Source: an optimization exercise on an open RTL-to-GDS flow (aim: small area). Production flows keep margins and buffers that such runs may drop. In this exercise RTL edits were held to simulation tests only and were not proved equivalent to the original. Power figures rest on the tool's default switching activity, not on a simulated workload.

Design Cajero, start of the top module:
module Cajero (
    input CLK,
    input RESET,
    input TARJETA_RECIBIDA,
    input [15:0] PIN_CORRECTO,
    input [3:0] DIGITO,
    input DIGITO_STB,
    input TIPO_TRANS,
    input [31:0] MONTO,
    input MONTO_STB,
    input [63:0] BALANCE_INICIAL,
    output reg [63:0] BALANCE_ACTUALIZADO,
    output BALANCE_STB,
    output ENTREGAR_DINERO,
    output FONDOS_INSUFICIENTES,
    output reg PIN_INCORRECTO,
    output reg ADVERTENCIA,
    output BLOQUEO
    );
Size: ~570 cells after synthesis.
export LEC_CHECK = 0
export CAP_MARGIN = 20
export CORE_MARGIN = 2
export CORE_UTILIZATION = 60
export CTS_BUF_LIST = sky130_fd_sc_hd__clkbuf_8
export PLACE_DENSITY = 0.75
export SLEW_MARGIN = 20
create_clock -name core_clock -period 6.0 [get_ports {CLK}]
standard.sh (not shown) runs the stock make flow with config.mk's settings and CLKGATE_MAP_FILE= SYNTH_SCRIPT=/design/flow/synth_recipe.tcl, a recipe that flattens the netlist after the stock synthesis.
==> flow/flow/run.sh <==
#!/bin/bash
# The standard ORFS layout (standard.sh) with these changes:
#  - synthesis maps logic with flow/abc.script (see flow/abc_override.tcl);
#  - port buffers are sky130_fd_sc_hd__buf_1 instead of the resizer's default pick;
#  - clock tree synthesis uses clkbuf_8 buffers and inserts no dummy loads.
set -euo pipefail
W=$PWD
{ head -n 1 synth_recipe.tcl; cat flow/abc_override.tcl; tail -n +2 synth_recipe.tcl; } > synth_custom.tcl
export CUSTOM_ABC_SCRIPT=$W/flow/abc.script
bash standard.sh finish \
  SYNTH_SCRIPT=$W/synth_custom.tcl \
  BUFFER_PORTS_ARGS="-buffer_cell sky130_fd_sc_hd__buf_1" \
  CTS_ARGS="-sink_clustering_enable -repair_clock_nets -buf_list sky130_fd_sc_hd__clkbuf_8 -dont_use_dummy_load" \
  > standard_flow.log 2>&1
==> flow/flow/abc.script <==
strash
&get -n
&dch
&nf -p -R 40
&put
==> flow/flow/abc_override.tcl <==
# Same synthesis as synth_recipe.tcl, except that the ABC call uses flow/abc.script
# (an area-recovering mapping) instead of the ORFS script; registers are mapped
# before ABC runs, so they are the standard synthesis's.
proc abc {args} {
  set i [lsearch -exact $args -script]
  if { $i >= 0 } {
    set args [lreplace $args [expr {$i + 1}] [expr {$i + 1}] $::env(CUSTOM_ABC_SCRIPT)]
  }
  yosys abc {*}$args
}
The starting point completed with no timing, DRC or antenna violations.
Rerun with:
==> flow/flow/run.sh (replaced) <==
#!/bin/bash
# The standard ORFS layout (standard.sh) with two changes:
#  - synthesis maps logic with flow/abc.script (see flow/abc_override.tcl);
#  - port buffers are sky130_fd_sc_hd__buf_1 instead of the resizer's default pick.
set -euo pipefail
W=$PWD
{ head -n 1 synth_recipe.tcl; cat flow/abc_override.tcl; tail -n +2 synth_recipe.tcl; } > synth_custom.tcl
export CUSTOM_ABC_SCRIPT=$W/flow/abc.script
bash standard.sh finish \
  SYNTH_SCRIPT=$W/synth_custom.tcl \
  BUFFER_PORTS_ARGS="-buffer_cell sky130_fd_sc_hd__buf_1" \
  > standard_flow.log 2>&1
==> flow/flow/abc.script (replaced) <==
strash
&get -n
&dch
&nf -p
&put
Result: Area after synthesis goes up by 2.4%; sequential power barely changes; total power climbs by 8.5%; global-route usage rose by 0.62 points; clock power came out higher by 30%; fmax went up by 2.0%; cell count climbs by 2.8%; routed wire length went up by 5.5%; die area grows by 2.3%.
Rerun with:
==> flow/flow/run.sh (replaced) <==
#!/bin/bash
# The standard ORFS layout (standard.sh) with these changes:
#  - synthesis maps logic with flow/abc.script (see flow/abc_override.tcl);
#  - port buffers are sky130_fd_sc_hd__buf_1 instead of the resizer's default pick;
#  - clock tree synthesis uses clkbuf_8 buffers and inserts no dummy loads.
set -euo pipefail
W=$PWD
{ head -n 1 synth_recipe.tcl; cat flow/abc_override.tcl; tail -n +2 synth_recipe.tcl; } > synth_custom.tcl
export CUSTOM_ABC_SCRIPT=$W/flow/abc.script
bash standard.sh finish \
  SYNTH_SCRIPT=$W/synth_custom.tcl \
  BUFFER_PORTS_ARGS="-buffer_cell sky130_fd_sc_hd__buf_1" \
  CTS_ARGS="-sink_clustering_enable -repair_clock_nets -buf_list sky130_fd_sc_hd__clkbuf_8 -dont_use_dummy_load" \
  > standard_flow.log 2>&1
==> flow/flow/abc.script (replaced) <==
strash
&get -n
&dch
&nf -p -R 20
&put
Outcome:
- first-iteration DRC count went down by a quarter to a third
- worst setup slack got worse by 0.031 ns
- utilization is lower by 1.1 points
Rerun with:
==> flow/flow/run.sh (replaced) <==
#!/bin/bash
# The standard ORFS layout (standard.sh) with two changes:
#  - synthesis maps logic with flow/abc.script (see flow/abc_override.tcl);
#  - port buffers are sky130_fd_sc_hd__buf_1 instead of the resizer's default pick.
set -euo pipefail
W=$PWD
{ head -n 1 synth_recipe.tcl; cat flow/abc_override.tcl; tail -n +2 synth_recipe.tcl; } > synth_custom.tcl
export CUSTOM_ABC_SCRIPT=$W/flow/abc.script
bash standard.sh finish \
  SYNTH_SCRIPT=$W/synth_custom.tcl \
  BUFFER_PORTS_ARGS="-buffer_cell sky130_fd_sc_hd__buf_1" \
  > standard_flow.log 2>&1
==> flow/flow/abc.script (replaced) <==
strash
&get -n
&dch
&nf -p
&put
CTS_CLUSTER_DIAMETER = 100   (was default)
CTS_CLUSTER_SIZE = 30   (was default)
After rerunning: Clock power is higher by a quarter to a third; maximum frequency is higher slightly; cell count is higher slightly; total power is higher by a little under a tenth.

-- static timing again, ports no longer ideal --
In the flow no input, the clock included, has a driving cell. The finished layouts below were timed again as built, in two steps.
Step 1 sets driving cells, clkbuf_16 on the clock port and buf_2 on the other inputs (assumed; they add their load-dependent delay and slew).
Step 2 moves the port delays by t, midway between the first and last clock arrival at a register: inputs arrive t later, outputs are due t later. That takes back most of the time a late clock gives input paths.
Slacks: ideal ports / drivers / drivers and shift; pairs: ideal ports / drivers.
run	t, ns	setup WS [ns]	worst setup path at the end	clock arrival spread, ns
the first run	0.377	0.485 / 0.493 / 0.116	input to register	0.034 / 0.034
the second run	0.390	0.594 / 0.604 / 0.214	input to register	0.015 / 0.014
the third run	0.383	0.563 / 0.575 / 0.193	input to register	0.027 / 0.027
the fourth run	0.390	0.594 / 0.604 / 0.214	input to register	0.015 / 0.014
After both steps every run listed still meets setup and hold.
